Context: an optimization exercise on an open-source flow, tuned for small area, a short achievable clock period and few clock cycles per item. The choices shown serve that exercise and are no tape-out recipe. Function was checked by simulation only, so behaviour that the tests miss may differ from the original.

===== flow/config.mk =====
export PLATFORM = sky130hd
export DESIGN_NAME = cordic_magphase
export DESIGN_NICKNAME = cordic_magphase
export VERILOG_FILES = /design/flow/design.v
export SDC_FILE = /design/flow/constraint.sdc
export NUM_CORES = 4
export LEC_CHECK = 0
export CAP_MARGIN = 20
export CORE_MARGIN = 2
export CORE_UTILIZATION = 40
export SLEW_MARGIN = 20

===== flow/constraint.sdc =====
create_clock -name core_clock -period 20.0 [get_ports {clk}]
set_input_delay 4.0000 -clock core_clock [delete_from_list [all_inputs] [get_ports {clk}]]
set_output_delay 4.0000 -clock core_clock [all_outputs]
set_load 0.01 [all_outputs]

===== flow/design.v =====
module cordic_magphase #(
    parameter integer INPUT_WIDTH      = 16,
    parameter integer INT_WIDTH        = 32,
    parameter integer ITERATIONS       = 32,
    parameter integer GAIN_FRAC_BITS   = 28,
    parameter integer OUTPUT_FRAC_BITS = 14
) (
    input  wire                          clk,
    input  wire                          rst_n,
    input  wire                          start,
    input  wire signed [INPUT_WIDTH-1:0] x_in,
    input  wire signed [INPUT_WIDTH-1:0] y_in,
    output reg                           busy,
    output reg                           done,
    output reg  signed [INT_WIDTH-1:0]   magnitude,
    output reg  signed [INT_WIDTH-1:0]   phase
);
    localparam IDLE         = 2'd0;
    localparam ITERATE      = 2'd1;
    localparam POST_PROCESS = 2'd2;
    localparam DONE_STATE   = 2'd3;
    reg [1:0] state, state_next;
    reg signed [INT_WIDTH-1:0] x_reg, y_reg, x_next, y_next;
    reg signed [INT_WIDTH-1:0] z_reg, z_next;
    reg [5:0]                  iter_cnt, iter_cnt_next;
    reg signed [1:0] pi_correction, pi_correction_next;  
    localparam [31:0] PI_CONST32    = 32'h3243F6A8;  
    localparam [31:0] TWOPI_CONST32 = 32'h6487ED51;  
    localparam [31:0] K_INV32       = 32'd162600000;
    localparam signed [INT_WIDTH-1:0] PI_CONST    = {{(INT_WIDTH-32){PI_CONST32[31]}}, PI_CONST32};
    localparam signed [INT_WIDTH-1:0] TWOPI_CONST = {{(INT_WIDTH-32){TWOPI_CONST32[31]}}, TWOPI_CONST32};
    localparam signed [INT_WIDTH-1:0] K_INV       = {{(INT_WIDTH-32){K_INV32[31]}}, K_INV32};
    function signed [31:0] atan_lut;
        input [4:0] idx;
        begin
            case (idx)
                4'd0:  atan_lut = 32'sh0C90FDAA;
                4'd1:  atan_lut = 32'sh076B19C1;
                4'd2:  atan_lut = 32'sh03EB6EBF;
                4'd3:  atan_lut = 32'sh01FD5BA9;
                4'd4:  atan_lut = 32'sh00FFAAE0;
                4'd5:  atan_lut = 32'sh007FF55B;
                4'd6:  atan_lut = 32'sh003FFEA8;
                4'd7:  atan_lut = 32'sh001FFFDA;
                4'd8:  atan_lut = 32'sh000FFFEF;
                4'd9:  atan_lut = 32'sh0007FFFF;
                4'd10: atan_lut = 32'sh0003FFFF;
                4'd11: atan_lut = 32'sh0001FFFF;
                4'd12: atan_lut = 32'sh0000FFFF;
                4'd13: atan_lut = 32'sh00007FFF;
                4'd14: atan_lut = 32'sh00003FFF;
                4'd15: atan_lut = 32'sh00001FFF;  
                5'd16: atan_lut = 32'sh00000FFF;  
                5'd17: atan_lut = 32'sh000007FF;  
                5'd18: atan_lut = 32'sh000003FF;  
                5'd19: atan_lut = 32'sh000001FF;  
                5'd20: atan_lut = 32'sh000000FF;  
                5'd21: atan_lut = 32'sh0000007F;  
                5'd22: atan_lut = 32'sh0000003F;  
                5'd23: atan_lut = 32'sh0000001F;  
                5'd24: atan_lut = 32'sh0000000F;  
                5'd25: atan_lut = 32'sh00000007;  
                5'd26: atan_lut = 32'sh00000003;  
                5'd27: atan_lut = 32'sh00000001;  
                default: atan_lut = 32'sh00000000;  
            endcase
        end
    endfunction
    wire signed [47:0] mag_prod = x_reg * K_INV;  
    wire signed [INT_WIDTH-1:0] mag_corr = mag_prod >>> GAIN_FRAC_BITS;
    reg  signed [INT_WIDTH-1:0] phase_tmp;
    always @(posedge clk or negedge rst_n) begin
        if (!rst_n) begin
            state     <= IDLE;
            busy      <= 1'b0;
            done      <= 1'b0;
            x_reg     <= 0;
            y_reg     <= 0;
            z_reg     <= 0;
            iter_cnt  <= 0;
            magnitude <= 0;
            phase     <= 0;
            pi_correction <= 2'sd0;
        end else begin
            state    <= state_next;
            x_reg    <= x_next;
            y_reg    <= y_next;
            z_reg    <= z_next;
            iter_cnt <= iter_cnt_next;
            pi_correction <= pi_correction_next;
            busy     <= (state_next != IDLE) && (state_next != DONE_STATE);
            done     <= (state_next == DONE_STATE);
            if (state_next == DONE_STATE) begin
                magnitude <= ((mag_corr < 0) ? -mag_corr : mag_corr) << OUTPUT_FRAC_BITS;
                case (pi_correction)
                    -2'sd1: phase_tmp = z_next - PI_CONST;
                    2'sd0:  phase_tmp = z_next;
                    default: phase_tmp = z_next + PI_CONST;
                endcase
                if (phase_tmp > PI_CONST)
                    phase_tmp = phase_tmp - TWOPI_CONST;
                else if (phase_tmp < -PI_CONST)
                    phase_tmp = phase_tmp + TWOPI_CONST;
                phase <= phase_tmp;
            end
        end
    end
    always @* begin
        state_next          = state;
        x_next              = x_reg;
        y_next              = y_reg;
        z_next              = z_reg;
        iter_cnt_next       = iter_cnt;
        pi_correction_next  = pi_correction;
        case (state)
            IDLE, DONE_STATE: begin
                if (start) begin
                    x_next = {{(INT_WIDTH-INPUT_WIDTH){x_in[INPUT_WIDTH-1]}}, x_in};
                    y_next = {{(INT_WIDTH-INPUT_WIDTH){y_in[INPUT_WIDTH-1]}}, y_in};
                    if (x_next < 0) begin
                        x_next = -x_next;
                        y_next = -y_next;
                        pi_correction_next = (y_next >= 0) ? 2'sd1 : -2'sd1;
                    end else begin
                        pi_correction_next = 2'sd0;
                    end
                    z_next        = 0;
                    iter_cnt_next = 0;
                    state_next    = ITERATE;
                end else begin
                    state_next    = IDLE;
                end
            end
            ITERATE: begin
                if (iter_cnt < ITERATIONS) begin
                    if (y_reg >= 0) begin
                        x_next = x_reg + (y_reg >>> iter_cnt);
                        y_next = y_reg - (x_reg >>> iter_cnt);
                        z_next = z_reg + atan_lut(iter_cnt[4:0]);
                    end else begin
                        x_next = x_reg - (y_reg >>> iter_cnt);
                        y_next = y_reg + (x_reg >>> iter_cnt);
                        z_next = z_reg - atan_lut(iter_cnt[4:0]);
                    end
                    iter_cnt_next = iter_cnt + 1'b1;
                    if (iter_cnt == ITERATIONS-1)
                        state_next = POST_PROCESS;
                end else begin
                    state_next = POST_PROCESS;
                end
            end
            POST_PROCESS: begin
                state_next = DONE_STATE;
            end
            default: state_next = IDLE;
        endcase
    end
endmodule

===== flow/run.sh =====
#!/bin/bash
# synth_recipe.tcl (not shown) runs the flow's synth.tcl, then flattens the netlist and writes it again
# the make line also repeats each setting of config.mk as NAME=value (left out here)
make -C /OpenROAD-flow-scripts/flow DESIGN_CONFIG=/design/flow/config.mk WORK_HOME=/design/flow/orfs CLKGATE_MAP_FILE= SYNTH_SCRIPT=/design/flow/synth_recipe.tcl finish

==> run notes <==
Outcome: no timing/DRC/antenna violations
Drt wl/cell: 19.0 um
Number of synthesized flops with an enable pin: 0
CTS Hold Bufs: 0
GRT overflow: 0
Nets: 4332
Filler cells: 7793
Reg2reg end: phase[9]$_DFFE_PN0P_
Worst Setup SP: start
Synth area leaders: ha_1 14%, dfrtp_1 13%, fa_1 11%
Clk buf depth: 2
Clock sink count: 158
Primary FF master, synth: dfrtp_1
Layout cells sized above 1: 7.44%
Critical R2R Launch: iter_cnt[1]$_DFFE_PN0P_
Worst min path class: flop to flop
Worst Path Max Fanout: 38
Max stage delay on crit path: 550 ps
Synth-to-Final Area Change: 7.62%
Synth Register Bits: 158
Post-cts sizing count: 0
DPL Wire Length: 70500 um
Setup slack, reg-to-reg: 9880 ps
Port bufs: 86
Sequential area share after synthesis: 12.8%
Worst relative slew slack: 32.7%
Placed instance count: 4786
Critical Path End Type: flop
Tmin final: 10320 ps
Asr flop ratio synth: 100%
Post-Syn Area: 0.0308 sq mm
Crit Path Class: primary input to flop
Routed vias/inst: 5.78
Cell family with most CP delay: compound AO/OA/AOI/OAI gates
Overall global routing resource usage: 23.2%
TNS Setup: 0 ps
Clk_skew: 17.8 ps
Die area: 0.0792 sq mm
Worst Hold Launch: magnitude[16]$_DFFE_PN0P_
Final Setup Violations: 0
Routed via count: 27864
Number of cell rows: 101
First-pass GRT wire length: 147000 um
Yosys top cell by area: ha_1
Final wirelength: 91300 um
# IOs: 101
Core ar.: 0.0761 sq mm
WHS: 515 ps
Req. time, crit path: 20420 ps
WP buf/inv: 4
Least-Margin Pin Slew: 1000 ps
Post-synth top area share: 14.1%
Fin cells: 4818
ANT cells: 0
Pin count of the biggest net entering global routing: 94
Htree depth: 4
Fin. max-slew vios: 0
Worst setup SP type: primary input
Critical Path, Cell by Cell: clkdlybuf4s50_1 -> and2b_1 -> buf_4 -> nor2_2 -> buf_4 -> o32ai_1 -> and2_1 -> ha_1 -> a41o_1 -> o31ai_4 -> a21oi_1 -> or3_1 -> a221oi_1 -> o21ai_1 -> a2bb2oi_1 -> nand3_1 -> a221oi_2 -> mux2i_1 -> nand2_1 -> o311ai_4 -> buf_4 -> a21oi_1 -> or3_1 -> a31oi_1
Remaining routing DRC violations: 0
Worst-path clk slew: 80 ps
Most frequent CP cell: buf_4
Worst hold stages: 2
Slowest-stage cell, CP: clkdlybuf4s50_1
Root Driver: clkbuf_16
Post-Syn Area per Cell: 8.11 sq um
Worst skew pair latency: 510 ps
CTS tree: built
Total of max-cap violations: 0
Netlist cell types: 114
Initial Util: 40.5%
CTS buffer count: 17
Post-Synthesis Cells: 3795
Max Clk Rate: 96.9 MHz
Pre-antenna DRT Iters: 6
Die height: 281 um
Vias in the first global route: 26751
Post-DRT Antenna Nets: 0
Hold Path End: magnitude[16]$_DFFE_PN0P_
Initial antenna violation count: 0
RSZ-0062 raised after global routing: no
Tcrit/Tclk final: 51.6%
Drt first-iter violations: 2506
Die width: 281 um
Final Hold Fails: 0
Setup Fix Bufs, Post-CTS: 0
Routability cong.: 0.924
Syn. warnings: 1
Crit path DAT: 10740 ps
R2R depth: 36
==> Yosys cell counts (21+ instances only) <==
master	instances
inv_1	390
nand2_1	364
ha_1	347
nor2_1	287
a21oi_1	257
o21ai_0	233
fa_1	175
xnor2_1	163
dfrtp_1	158
clkbuf_1	124
nor3_1	103
nand3_1	83
xor2_1	77
mux4_2	73
a31oi_1	57
a21o_1	46
mux2i_1	44
a211oi_1	39
mux2_2	33
o21a_1	33
or3_1	33
nand2b_1	31
o211ai_1	31
o31ai_1	31
o22ai_1	30
nand4_1	28
and3_1	27
and2_1	25
buf_1	24
a211o_1	22
o21bai_1	22
buf_4	21
nor2b_1	21
==> worst max path at each step <==
stage | endpoint | slack (ps) | cells past startpoint
floorplan | phase[26]$_DFFE_PN0P_ | 10770 | 22
global placement | phase[9]$_DFFE_PN0P_ | 9380 | 24
detailed placement | phase[9]$_DFFE_PN0P_ | 9260 | 24
CTS | phase[9]$_DFFE_PN0P_ | 9790 | 24
global route | phase[9]$_DFFE_PN0P_ | 8900 | 36
finish | phase[9]$_DFFE_PN0P_ | 9680 | 24
==> routing by layer <==
layer	GRT usage, %	part of all wire [%]	vias to the layer above	routed length [um]
met5	0	0	-	0
met4	7.36	2.7	0	2470
met3	2.44	4.9	128	4440
met2	37.1	46	812	41800
met1	32.7	47	13403	42600
li1	-	-	13521	-
==> kinds of logic after synthesis <==
kind of cell,after synthesis,share of synthesized area [%]
other cells,1,0.0122
flops,158,12.8
mux,150,7.98
simple gates,1107,16.9
buf+inv,591,7.78
xor+xnor,242,6.93
compound gates,1023,22.0
fa+ha+maj,523,25.5
==> worst reg2reg max path: cells and delay by family (launching register included) <==
family,cells,cell delay (ps)
compound gates,12,2720
fa+ha+maj,3,1020
mux,2,590
buf+inv,4,1710
simple gates,13,3200
flops,1,350
xor+xnor,2,460
==> cell usage in the layout, fill, tap and decap left out, types with 25 or more instances in the layout <==
| cell type | n |
|---|---|
| inv_1 | 388 |
| nand2_1 | 364 |
| ha_1 | 345 |
| nor2_1 | 285 |
| a21oi_1 | 257 |
| o21ai_0 | 232 |
| fa_1 | 175 |
| xnor2_1 | 163 |
| dfrtp_1 | 152 |
| nor3_1 | 103 |
| clkdlybuf4s50_1 | 85 |
| nand3_1 | 83 |
| xor2_1 | 77 |
| mux4_2 | 73 |
| a31oi_1 | 57 |
| buf_4 | 57 |
| a21o_1 | 46 |
| mux2i_1 | 44 |
| a211oi_1 | 39 |
| o21a_1 | 33 |
| or3_1 | 33 |
| mux2_2 | 33 |
| o31ai_1 | 31 |
| nand2b_1 | 31 |
| o211ai_1 | 31 |
| o22ai_1 | 30 |
| nand4_1 | 28 |
| and3_1 | 27 |
| and2_1 | 25 |
==> metrics by stage <==
stage / util, % / setup slack (ps) / area (sq um)
after floorplan: - / 10770 / 30800
after global placement: 42.8 / 9380 / 32600
after detailed placement: 42.8 / 9260 / 32600
after CTS: 43.6 / 9790 / 33100
after global routing: 43.6 / 8900 / 33100
final: 43.6 / 9680 / 33100
==> area by class of cell <==
cell class | count | area (sq um) | area share (%)
timing repair buffer | 143 | 1290 | 3.89
inverter | 396 | 1490 | 4.49
clock inverter | 13 | 150 | 0.453
multi-input combinational | 3059 | 24500 | 74.0
tap | 1030 | 1290 | 3.89
clock buffer | 19 | 433 | 1.31
sequential | 158 | 3960 | 12.0
Testbench counts, summed over its fixed seeds: cycles 108,800, ops 3,200.

re-timing with driven ports:
Ports are ideal in the flow. The routed layout listed here was re-timed in OpenROAD.
Step 1: set_driving_cell puts a clkbuf_16 on clk and a buf_2 on each other input, an assumption about the parent block.
Step 2 times the ports against the registers' clock, not the clock port: input delays grow and output delays shrink by t, the midpoint of the rising clock arrivals with the driver on.
a / b / c = no drivers / after step 1 / after step 2; a / b = the first two.
shift t [ns]: 0.568
setup slack, ns: 9.679 / 9.667 / 9.099
worst hold slack (ns): 0.515 / 0.515 / 0.515
worst setup path at the end: input to register
clock arrival spread, ns: 0.018 / 0.018
After both steps this run still meets setup and hold. For this run, drivers alone change the setup slack by -0.012 ns; drivers and shift together by -0.580 ns.
